Background: an optimization exercise with open tools, aiming at small area and a short achievable clock period. Do not read the settings as production practice. Function not checked in this run: the RTL went through the layout flow alone. Power is estimated from default activity; no workload was simulated.

--- flow/design.v ---
`timescale 1ns / 1ps
  module priority_encoder#
	(
		N = 8  
	)
	(
		in,
		idx,
		vld
	);
input wire [N - 1 : 0] in;
output wire [$clog2(N) - 1 : 0] idx;
output wire vld;
localparam N_K = N / 2;  
generate
    if (N == 2) begin   
		assign vld = in[0] | in[1];
		assign idx = in[0] ? (1'b0) : (in[1] ? (1'b1) : (1'bX));
	end else begin  
		wire [$clog2(N_K) - 1 : 0] idx0, idx1;
		wire vld0, vld1;
		priority_encoder#
		(
			.N(N_K)
		)
		priority_encoder_0
		(
			.in(in[N_K - 1 : 0]),
			.vld(vld0),
			.idx(idx0)
		);
		priority_encoder#
		(
			.N(N_K)
		)
		priority_encoder_1
		(
			.in(in[N - 1 : N_K]),
			.vld(vld1),
			.idx(idx1)
		);
		assign vld = vld0 | vld1;
		assign idx = vld ? (vld0 ? {1'b0, idx0} : {1'b1, idx1}) : (1'bX); 
	end
endgenerate
endmodule
`timescale 1ns / 1ps
 module mem_arr#
	(
		WORD_WIDTH = 8,
		WORD_NUM = 8
	)
	(
		clk,
		rst_n,
		word,
		mask,
		addr,
		opcode,  
		req,
		clr,
		line
	);
input wire clk;
input wire rst_n;
input wire [WORD_WIDTH - 1 : 0] word;
input wire [WORD_WIDTH - 1 : 0] mask;
input wire [$clog2(WORD_NUM) - 1 : 0] addr;
input wire opcode;
input wire req;
input wire clr;
output wire [WORD_NUM - 1 : 0] line;
 reg [2 * WORD_WIDTH - 1 : 0] mem_entries[WORD_NUM - 1 : 0];
reg [WORD_NUM - 1 : 0] entry_valid;
reg [WORD_NUM - 1 : 0] line_reg;
assign line = line_reg;
integer i, j;
always @(posedge clk) begin
	if (rst_n == 1'b0) begin
		entry_valid <= {WORD_NUM{1'b0}};
		for (j = 0; j < WORD_NUM; j = j + 1) begin
			mem_entries[j] <= {2 * WORD_WIDTH{1'b0}};
		end
	end else begin
		if (req == 1'b1 && opcode == 1'b0) begin
			entry_valid[addr] <= ~clr;
			mem_entries[addr][2 * WORD_WIDTH - 1 : WORD_WIDTH] <= word;
			mem_entries[addr][WORD_WIDTH - 1 : 0] <= mask;
		end
	end
end
always @(posedge clk) begin
	if (rst_n == 1'b0) begin
        line_reg <= {WORD_WIDTH{1'b0}};
	end else begin
		if (req == 1'b1 && opcode == 1'b1) begin
			for (i = 0; i < WORD_NUM; i = i + 1) begin
				line_reg[i] <= entry_valid[i] &
				                ((word & mem_entries[i][WORD_WIDTH - 1 : 0]) ==
						mem_entries[i][2 * WORD_WIDTH - 1 : WORD_WIDTH]);
			end
		end
	end
end
endmodule
`timescale 1ns / 1ps
module ram#
	(
		DATA_WIDTH = 8, 
		ADDR_WIDTH = 8
	)
	(
		clk,
		rst_n,
		wr_addr,
		wr_en,
		wr_data,
		rd_addr,
		rd_data
	);
input wire clk;
input wire rst_n;
input wire [ADDR_WIDTH - 1 : 0] wr_addr;
input wire wr_en;
input wire [DATA_WIDTH - 1 : 0] wr_data;
input wire [ADDR_WIDTH - 1 : 0] rd_addr;
output wire [DATA_WIDTH - 1 : 0] rd_data;
(* ram_style="block" *)reg [DATA_WIDTH - 1 : 0] mem[2 ** ADDR_WIDTH - 1 : 0];
reg [DATA_WIDTH - 1 : 0] rd_data_reg;
assign rd_data = rd_data_reg;
integer i;
always @(posedge clk) begin
	if (rst_n == 1'b0) begin
		for (i = 0; i < 2 ** ADDR_WIDTH; i = i + 1) begin
			mem[i] <= {DATA_WIDTH{1'b0}};
		end
	end else begin
		if (wr_en == 1'b1) begin
			mem[wr_addr] <= wr_data; 
		end
		rd_data_reg <= mem[rd_addr];
	end
end
endmodule
`timescale 1ns / 1ps
module tcam#
	(
		WORD_WIDTH = 32,
		ADDR_WIDTH = 4,
		DATA_WIDTH = 32,
		DATA_SIZE_PER_ENTRY = 4
	)
	(
		clk,
		rst_n,
		ack,
		opcode,  
		req,
		clr,
		word,
		mask_in,
		addr_in,
		data_in,
		valid,
		data_out
	);
input wire clk;
input wire rst_n;
input wire ack;
input wire opcode;
input wire req;
input wire clr;
input wire [WORD_WIDTH - 1 : 0] word;
input wire [WORD_WIDTH - 1 : 0] mask_in;
input wire [ADDR_WIDTH - 1 : 0] addr_in;
input wire [DATA_WIDTH - 1 : 0] data_in;
output wire valid;
output wire [DATA_WIDTH - 1 : 0] data_out;
reg valid_reg;
wire valid_wire;
wire vld;
assign valid = ack ? 1'b0 : valid_reg;
wire [2 ** ADDR_WIDTH - 1 : 0] line;
wire [ADDR_WIDTH - 1 : 0] encoded_addr;
assign valid_wire = vld; 
always @(posedge clk) begin
    if (rst_n == 1'b0) begin
        valid_reg <= 1'b0;
    end else begin
        valid_reg <= valid_wire;
    end
end
mem_arr#
	(
		.WORD_WIDTH(WORD_WIDTH),
		.WORD_NUM(2 **ADDR_WIDTH)
	)
mem_arr_0	
	(
		.clk(clk),
		.rst_n(rst_n),
		.opcode(opcode),
		.req(req),
		.clr(clr),
		.word(word),
		.mask(mask_in),
		.addr(addr_in),
		.line(line)
	);
priority_encoder#
	(
		.N(2 ** ADDR_WIDTH)
	)
priority_encoder_0
	(
		.in(line),
		.vld(vld),
		.idx(encoded_addr)
	);
ram#
	(
		.DATA_WIDTH(DATA_WIDTH),
		.ADDR_WIDTH(ADDR_WIDTH)
	)
ram_0
	(
		.clk(clk),
		.rst_n(rst_n),
		.wr_addr(addr_in),
		.wr_en(req & ~opcode),
		.wr_data(data_in),
		.rd_addr(encoded_addr),
		.rd_data(data_out)
	);
endmodule
--- flow/run.sh ---
#!/bin/bash
# synth_recipe.tcl (not shown) runs the flow's synth.tcl, then flattens the netlist and writes it again
# the make line also repeats each setting of config.mk as NAME=value (left out here)
make -C /OpenROAD-flow-scripts/flow DESIGN_CONFIG=/design/flow/config.mk WORK_HOME=/design/flow/orfs CLKGATE_MAP_FILE= SYNTH_SCRIPT=/design/flow/synth_recipe.tcl finish
--- flow/config.mk ---
export PLATFORM = sky130hd
export DESIGN_NAME = tcam
export DESIGN_NICKNAME = tcam
export VERILOG_FILES = /design/flow/design.v
export SDC_FILE = /design/flow/constraint.sdc
export NUM_CORES = 4
export LEC_CHECK = 0
export CAP_MARGIN = 20
export CORE_MARGIN = 2
export CORE_UTILIZATION = 45
export PLACE_DENSITY = 0.6
export SLEW_MARGIN = 20
--- flow/constraint.sdc ---
create_clock -name core_clock -period 5.0 [get_ports {clk}]
set_input_delay 1.0000 -clock core_clock [delete_from_list [all_inputs] [get_ports {clk}]]
set_output_delay 1.0000 -clock core_clock [all_outputs]
set_load 0.01 [all_outputs]
==> impl_metrics.py <==
metrics = {
    "run_status": {
        "status": "timing/DRC/antenna clean",
    },
    "floorplanning": {
        "core.rowCount": 145,
        "die_h_um": 402,
        "initial_core_util": 0.455,
        "die_x_um": 402,
        "core_um2": 157000,
        "ioPinCount": 139,
        "dieArea_um2": 161000,
    },
    "route": {
        "ant_nets": 0,
        "wl_met1_um": 85400,
        "wl_met2_um": 103000,
        "wl_per_cell_um": 26.9,
        "via_per_inst": 5.44,
        "drtIter0Drc": 4204,
        "wl_met3_um": 12800,
        "drt-total-wl_um": 208000,
        "drc": 0,
        "firstDrtPassIters": 5,
        "vias": 41900,
        "maxUsedRoutingLayer": "met5",
    },
    "final_layout": {
        "multiInputGateArea_um2": 22200,
        "syn_to_final_growth_pct": 14.0,
        "utilization": 0.518,
        "fin_area_um2": 81100,
        "largest_reg_flops": 1024,
        "final_common_cell": "edfxtp_1",
        "fin_nets": 5621,
        "layout_common_cells": "edfxtp_1, and2_1, nand2_1",
        "num-fill-cells": 13300,
        "drive_gt1_frac": 0.0899,
        "seq_area_um2": 47700,
    },
    "setup_path": {
        "reg2reg_slack_ns": 0.92,
        "criticalPathCategory": "reg2reg",
        "cp_cell_sequence": "nor4_2 -> a2111oi_4 -> nor2_4 -> buf_12 -> mux2i_1 -> o22ai_1 -> or4_1",
        "reg2reg_to": "ram_0.rd_data_reg[17]",
        "cp_slowest_cell": "nor2_4",
        "start_kind": "flip-flop",
        "crit_required_ns": 5.50,
        "path_max_fanout": 76,
        "r2r-start": "mem_arr_0.line_reg[8]",
        "cp.arrival_ns": 4.59,
        "endpoint_kind": "flip-flop",
        "max_stage_delay_ns": 0.91,
        "rr_worst_depth": 7,
    },
    "synthesis": {
        "synth_enable_flop_cells": 1568,
        "ys_seq_area_frac": 0.671,
        "synth-async-reset-ratio": 0,
        "synth_seq_cells": 1601,
        "ys_types": 51,
        "ys_warn_count": 3,
        "synth_cells": 5373,
        "syn-num-nets": 5485,
        "synth_ff_type": "edfxtp_1",
        "avgSynthCellArea_um2": 13.2,
        "syn_area_um2": 71200,
    },
    "place": {
        "place_ws_ns": 0.787,
        "place_area_um2": 75900,
        "gp_congestion": 0.842,
        "portBuffers": 138,
        "place_hpwl_um": 122000,
    },
    "flow_run": {
        "drv_cap": 0,
    },
    "cts": {
        "clkSinkCount": 1601,
        "post_cts_resized": 0,
        "postCtsSetupBuffers": 0,
        "cts_tree": "yes",
        "cts_hold_buf": 0,
        "cts_buffers": 169,
        "htreeDepth": 4,
        "cts_buffer_depth": 3,
        "insertion_delay_ns": 0.79,
        "clkTransAtPathRegs_ns": 0.06,
        "cts_root_buf": "clkbuf_16",
    },
    "global_routing": {
        "grt-ovfl-total": 0,
        "grt_max_degree": 97,
        "grt_pass1_vias": 40900,
        "grtUsageTotal": 0.257,
        "grt_pass1_wl_um": 297000,
        "antenna_found_initial": 34,
    },
    "min_path": {
        "holdPathStages": 2,
        "holdPathEnd": "mem_arr_0.entry_valid[12]",
        "holdCritPathClass": "reg2reg",
        "hp-start": "mem_arr_0.entry_valid[12]",
    },
    "timing": {
        "finClkSkew_ns": 0.0250,
        "final-max-slew-violation-count": 0,
        "max_freq_mhz": 245,
        "hold_violations": 0,
        "period_share": 0.816,
        "rsz0062_at_grt": "no",
        "worst_slew_pin_slew_ns": 1.16,
        "finalSetupViolCount": 0,
        "fin_ws_ns": 0.918,
        "slew_headroom": 0.222,
        "min_period_ns": 4.08,
    },
    "power_and_ir_drop": {
        "pwr_density_cell_nw_per_um2": 363,
        "peakVddDrop_uv": 350,
        "p_leak_nw": 29.8,
    },
}
-- cells by family (layout without fill, tap and decap cells) --
| logic type | count (synthesis) | count (layout) | synth area share |
|---|---|---|---|
| AOI/OAI and AO/OA | 222 | 222 | 0.0205 |
| xor gates and xnor gates | 491 | 491 | 0.0604 |
| adders and majority gates | 6 | 6 | 0.00105 |
| buffers and inverters | 393 | 668 | 0.0219 |
| DFF | 1601 | 1601 | 0.671 |
| muxes | 241 | 241 | 0.0344 |
| other | 0 | 10 | 0 |
| and+or+nand+nor | 2419 | 2419 | 0.191 |
-- worst max path at each step --
stage                           from                            to  slack (ns)  cells after the start
2_1_floorplan             addr_in[0]  mem_arr_0.mem_entries[12][0]       -1.51                      5
3_3_place_gp                word[30]         mem_arr_0.line_reg[4]        0.75                     10
3_5_place_dp                     req              ram_0.mem[14][7]        0.79                      6
4_1_cts        mem_arr_0.line_reg[8]         ram_0.rd_data_reg[30]        0.92                      7
5_1_grt        mem_arr_0.line_reg[8]         ram_0.rd_data_reg[22]        0.78                      7
6_report       mem_arr_0.line_reg[8]         ram_0.rd_data_reg[17]        0.92                      7
-- critical path: cells and delay by family (launching register included) --
family	cells	cell delay, ns
AOI/OAI and AO/OA	2	0.31
buffers and inverters	1	0.50
DFF	1	0.38
muxes	1	0.29
and+or+nand+nor	3	2.19
-- layer usage --
metal,vias to the layer above,global-route usage
met1,21200,0.339
met2,1444,0.440
li1,18900,-
met5,-,0
met4,4,0.0802
met3,328,0.0344
-- cell type report --
cell class / count / area share
antenna: 10 / 0.000308
clock buffer: 241 / 0.0571
clock inverter: 69 / 0.00597
inverter: 6 / 0.000278
multi-input combinational: 3379 / 0.273
sequential: 1601 / 0.589
tap: 2058 / 0.0317
timing repair buffer: 352 / 0.0427
-- cells in the mapped netlist, types with 3 or more instances --
| library cell | count | area [µm²] |
|---|---|---|
| o22a_1 | 15 | 131 |
| a21oi_1 | 26 | 130 |
| nor2_1 | 59 | 221 |
| and3_1 | 4 | 25.0 |
| ha_1 | 6 | 75.1 |
| and2_1 | 1541 | 9640 |
| o21ai_0 | 30 | 150 |
| buf_6 | 7 | 78.8 |
| inv_1 | 6 | 22.5 |
| nand3_1 | 25 | 125 |
| a221oi_1 | 4 | 35.0 |
| mux2i_1 | 238 | 2380 |
| buf_1 | 14 | 52.6 |
| a22oi_1 | 22 | 165 |
| dfxtp_1 | 33 | 661 |
| mux4_2 | 3 | 67.6 |
| o2bb2ai_1 | 3 | 26.3 |
| xnor2_1 | 400 | 3500 |
| xor2_1 | 91 | 797 |
| or4_1 | 26 | 195 |
| o211ai_1 | 9 | 67.6 |
| buf_2 | 16 | 80.1 |
| nand4_1 | 54 | 338 |
| edfxtp_1 | 1568 | 47100 |
| nand2_1 | 557 | 2090 |
| nor3_1 | 36 | 180 |
| nor4_1 | 95 | 594 |
| nor2b_1 | 5 | 31.3 |
| clkbuf_1 | 347 | 1300 |
| o22ai_1 | 98 | 613 |
| buf_4 | 3 | 22.5 |
| nand2b_1 | 9 | 56.3 |
-- metrics by stage --
step	hold slack [ns]	power [mW]	std cells	TNS, ns
after floorplan	0.437	16.9	5373	-587.22
after global placement	0.473	17.8	7393	0
after detailed placement	0.474	17.9	7395	0
after CTS	0.486	29.6	7705	0
after global routing	0.502	30.3	7708	0
final	0.490	29.5	7716	0
-- report_power, final --
group          leakage (nW)  internal [mW]  switching (mW)
registers              15.2           15.4           0.225
clock network          2.50           6.70            5.21
logic                  12.1          0.631            1.28

## what the ideal ports hide
In the flow no input, the clock included, has a driving cell. The finished layout below was timed again as built, in two steps.
Step 1: set_driving_cell puts a clkbuf_16 on clk and a buf_2 on each other input, an assumption about the parent block.
Step 2, shift: input delay + t, output delay - t, t = (earliest + latest rising clock arrival at the registers) / 2. This alone moves slack from input paths to output paths.
a / b / c = no drivers / after step 1 / after step 2; a / b = the first two.
t, ns: 0.865
slack for setup (ns): 0.918 / 0.918 / 0.703
worst data-port slew with drivers (ns): 0.22
After both steps setup and hold are still met in this run. The setup slack of this run moves by 0.000 ns with the drivers and by -0.215 ns with both steps.
